Source: an optimization exercise on an open RTL-to-GDS flow (aim: small area). Production flows keep margins and buffers that such runs may drop.
In this exercise RTL edits were held to simulation tests only and were not proved equivalent to the original.
Power figures rest on the tool's default switching activity, not on a simulated workload.

build 77:
==> flow/design.v <==
`timescale 1ns / 1ps
module uart_fifo(
    input clk,
    input reset,
    input uart_rx,
    output uart_tx,
    output [7:0] led
);
    reg [3:0] rph;
    reg [3:0] rb;
    reg [7:0] rsh;
    reg rrdy, fwr;
    wire ract = rb[3] | ~rb[1];
    wire rsmp = ract & (rph == 4'd15);
    always @(posedge clk or posedge reset) begin
        if (reset) begin
            rb <= 4'd2;
            rrdy <= 1'b0;
            fwr <= 1'b0;
        end else begin
            rrdy <= rsmp & (rb == 4'd1);
            fwr <= rrdy;
            if (!ract) begin
                if (!uart_rx) rb <= 4'd8;
            end else if (rsmp) begin
                rb <= rb + 4'd1;
            end
        end
    end
    always @(posedge clk) begin
        rph <= (!ract) ? 4'd0 : rph + 4'd1;
        if (rsmp & rb[3]) rsh <= {uart_rx, rsh[7:1]};
    end
    reg cnt;
    reg [3:0] pw, pr;
    reg [8:0] t;             
    wire busy = t[8];
    wire rd = cnt & ~busy;
    reg [7:0] ring [0:15];
    wire [7:0] tap = ring[15];
    wire wphys = ract & (rb == 4'd0) & (pw == 4'd15);
    integer i;
    always @(posedge clk) begin
        ring[0] <= wphys ? rsh : tap;
        for (i = 1; i < 16; i = i + 1) ring[i] <= ring[i-1];
    end
    always @(posedge clk or posedge reset) begin
        if (reset) begin
            cnt <= 1'b0;
            pw <= 4'd0;
            pr <= 4'd0;
        end else begin
            cnt <= ~rd & (cnt | fwr);
            pw <= pw + 4'd1 + {3'd0, fwr};
            pr <= pr + 4'd1 + {3'd0, rd};
        end
    end
    reg [7:0] nxt;
    wire fix = fwr & ~rd & (pw == pr);
    wire fetch = busy & (t[7:4] == 4'd6) & (pr == 4'd15);
    always @(posedge clk) begin
        if (fix) nxt <= rsh;
        else if (fetch) nxt <= tap;
    end
    reg [7:0] dout;
    always @(posedge clk or posedge reset) begin
        if (reset) dout <= 8'd0;
        else if (rd) dout <= nxt;
    end
    reg flag;                
    reg pre;                 
    reg tx;
    always @(posedge clk or posedge reset) begin
        if (reset) begin
            t <= 9'd0;
        end else begin
            if (rd) t <= 9'd351;
            else if (busy) t <= t + 9'd1;
        end
    end
    wire [2:0] lane = t[6:4] + 3'd1;
    wire nb = (pw == {3'd0, flag}) ? tap[lane] : pre;
    always @(posedge clk) begin
        if (t == 9'd351) flag <= 1'b0;
        else if (fwr) flag <= 1'b1;
        pre <= nb;
    end
    always @(posedge clk or posedge reset) begin
        if (reset) tx <= 1'b1;
        else if (busy & (t[3:0] == 4'd15) & (t[7] | t[5]))
            tx <= (t[7:4] == 4'd6) ? 1'b0 : (t[7:4] == 4'd15) ? 1'b1 : nb;
    end
    assign uart_tx = tx;
    assign led = dout;
endmodule
Settings: LEC_CHECK=0, CAP_MARGIN=20, CORE_MARGIN=2, CORE_UTILIZATION=60, CTS_BUF_LIST=sky130_fd_sc_hd__clkbuf_4 sky130_fd_sc_hd__clkbuf_8, CTS_CLUSTER_DIAMETER=40, CTS_CLUSTER_SIZE=12, SLEW_MARGIN=20; clock period 10.0 ns.
run.sh (not shown) runs the stock make flow with config.mk's settings and CLKGATE_MAP_FILE= SYNTH_SCRIPT=/design/flow/synth_recipe.tcl, a recipe that flattens the netlist after the stock synthesis.
Inputs modified between build 77 and build 62:
# build 77
export LEC_CHECK = 0
export CAP_MARGIN = 20
export CORE_MARGIN = 2
export CORE_UTILIZATION = 60
export CTS_BUF_LIST = sky130_fd_sc_hd__clkbuf_4 sky130_fd_sc_hd__clkbuf_8
export CTS_CLUSTER_DIAMETER = 40
export CTS_CLUSTER_SIZE = 12
export SLEW_MARGIN = 20
create_clock -name core_clock -period 10.0 [get_ports {clk}]
# build 62
export LEC_CHECK = 0
export CAP_MARGIN = 20
export CORE_MARGIN = 2
export CORE_UTILIZATION = 40
export SLEW_MARGIN = 20
create_clock -name core_clock -period 10.0 [get_ports {clk}]
==> results.txt <==
- Between build 77 and build 62, the flow reports row count increasing by more than 10%.
- Sort build 77 and build 62 by share of power burned in combinational logic asc -> top: build 62
- Summary — worst slew margin relative to its limit, build 62 relative to build 77: lower, by 15 points.
- Maximum clock rate delta for build 62 relative to build 77: about 1.2% higher
- Between build 77 and build 62, the cell count went up.
- The clock network power in build 62 was higher than what build 77 gave.
- Diff build 77 -> build 62: routed wire length per instance -1.3 µm; global-route usage over all layers fell by 5.2 points.
- Share of post-route cells with drive strength above 1 | build 62 below build 77
- In the flow results for build 77 and build 62, the number of tap instances is smaller on build 77.
#### Input delta (build 53 over build 62)
# build 62
export LEC_CHECK = 0
export CAP_MARGIN = 20
export CORE_MARGIN = 2
export CORE_UTILIZATION = 40
export SLEW_MARGIN = 20
create_clock -name core_clock -period 10.0 [get_ports {clk}]
# build 53
export LEC_CHECK = 0
export CAP_MARGIN = 20
export CORE_MARGIN = 2
export CORE_UTILIZATION = 60
export CTS_BUF_LIST = sky130_fd_sc_hd__clkbuf_8
export CTS_CLUSTER_SIZE = 30
export SLEW_MARGIN = 20
create_clock -name core_clock -period 10.0 [get_ports {clk}]
### Flow results
- Comparing build 53 against build 62, there is no change at all in post-synthesis cell area.
- Note that the core box area recorded for build 53 amounts to 0.66 times the value seen in build 62.
- Of build 62 and build 53, build 53 shows the higher final worst-path cycle share, with build 62 below it.
- Comparing build 62 and build 53, setup slack is lower on build 53.
- Build 53 ended with every stage complete and zero timing, DRC or antenna violations.
- Layout-stage area growth over the synthesis result, build 62 and build 53, lower one = build 53.
- Sum of met2 wire segment lengths after detailed routing is higher on build 62
- Final cell area: build 53 below build 62

---

Another version of the RTL of uart_fifo (not shown whole).
For scale: about 690 cells after synthesis, ~170 flip-flops, ~12 I/O pins.
make LEC_CHECK=0 ABC_AREA=1 CAP_MARGIN=20 CORE_MARGIN=2 CORE_UTILIZATION=70 SLEW_MARGIN=20 finish   # period 10.0 ns
Next try:
ABC_AREA = unset   (was 1)
CORE_UTILIZATION = 40   (was 70)
Outcome: First-iteration DRC count goes down by 19%. Total power goes down by 8.2%. Global-route usage goes down by 14 points. Clock skew goes up by 5.4 ps. Design area goes down by 5.5%.

-- separate check: timing with driven ports --
The results above use ideal ports. As a check the final layouts listed here were re-extracted and re-timed, cells and wires unchanged.
Step 1, drivers: a clkbuf_16 drives clk and a buf_2 each remaining input, both assumed.
Step 2, shift: input delay + t, output delay - t, t = (earliest + latest rising clock arrival at the registers) / 2. This alone moves slack from input paths to output paths.
a / b / c = ideal / step 1 / step 2; a / b = the first two.
run	shift t [ns]	setup WS [ns]	worst hold slack (ns)	worst register clock-pin slew, ns	cell pins on the clock port's net
build 77	0.474	6.460 / 6.429 / 6.903	0.326 / 0.326 / 0.326	0.11 / 0.11	1
build 62	0.451	6.501 / 6.461 / 6.911	0.324 / 0.324 / 0.324	0.07 / 0.07	1
build 53	0.474	6.460 / 6.429 / 6.903	0.326 / 0.326 / 0.326	0.11 / 0.11	1
the first run of note 2	0.587	5.688 / 5.651 / 6.237	0.352 / 0.352 / 0.352	0.07 / 0.07	1
the second run of note 2	0.459	5.248 / 5.210 / 5.669	0.348 / 0.348 / 0.348	0.06 / 0.06	1
After both steps setup and hold are still met in every run listed.
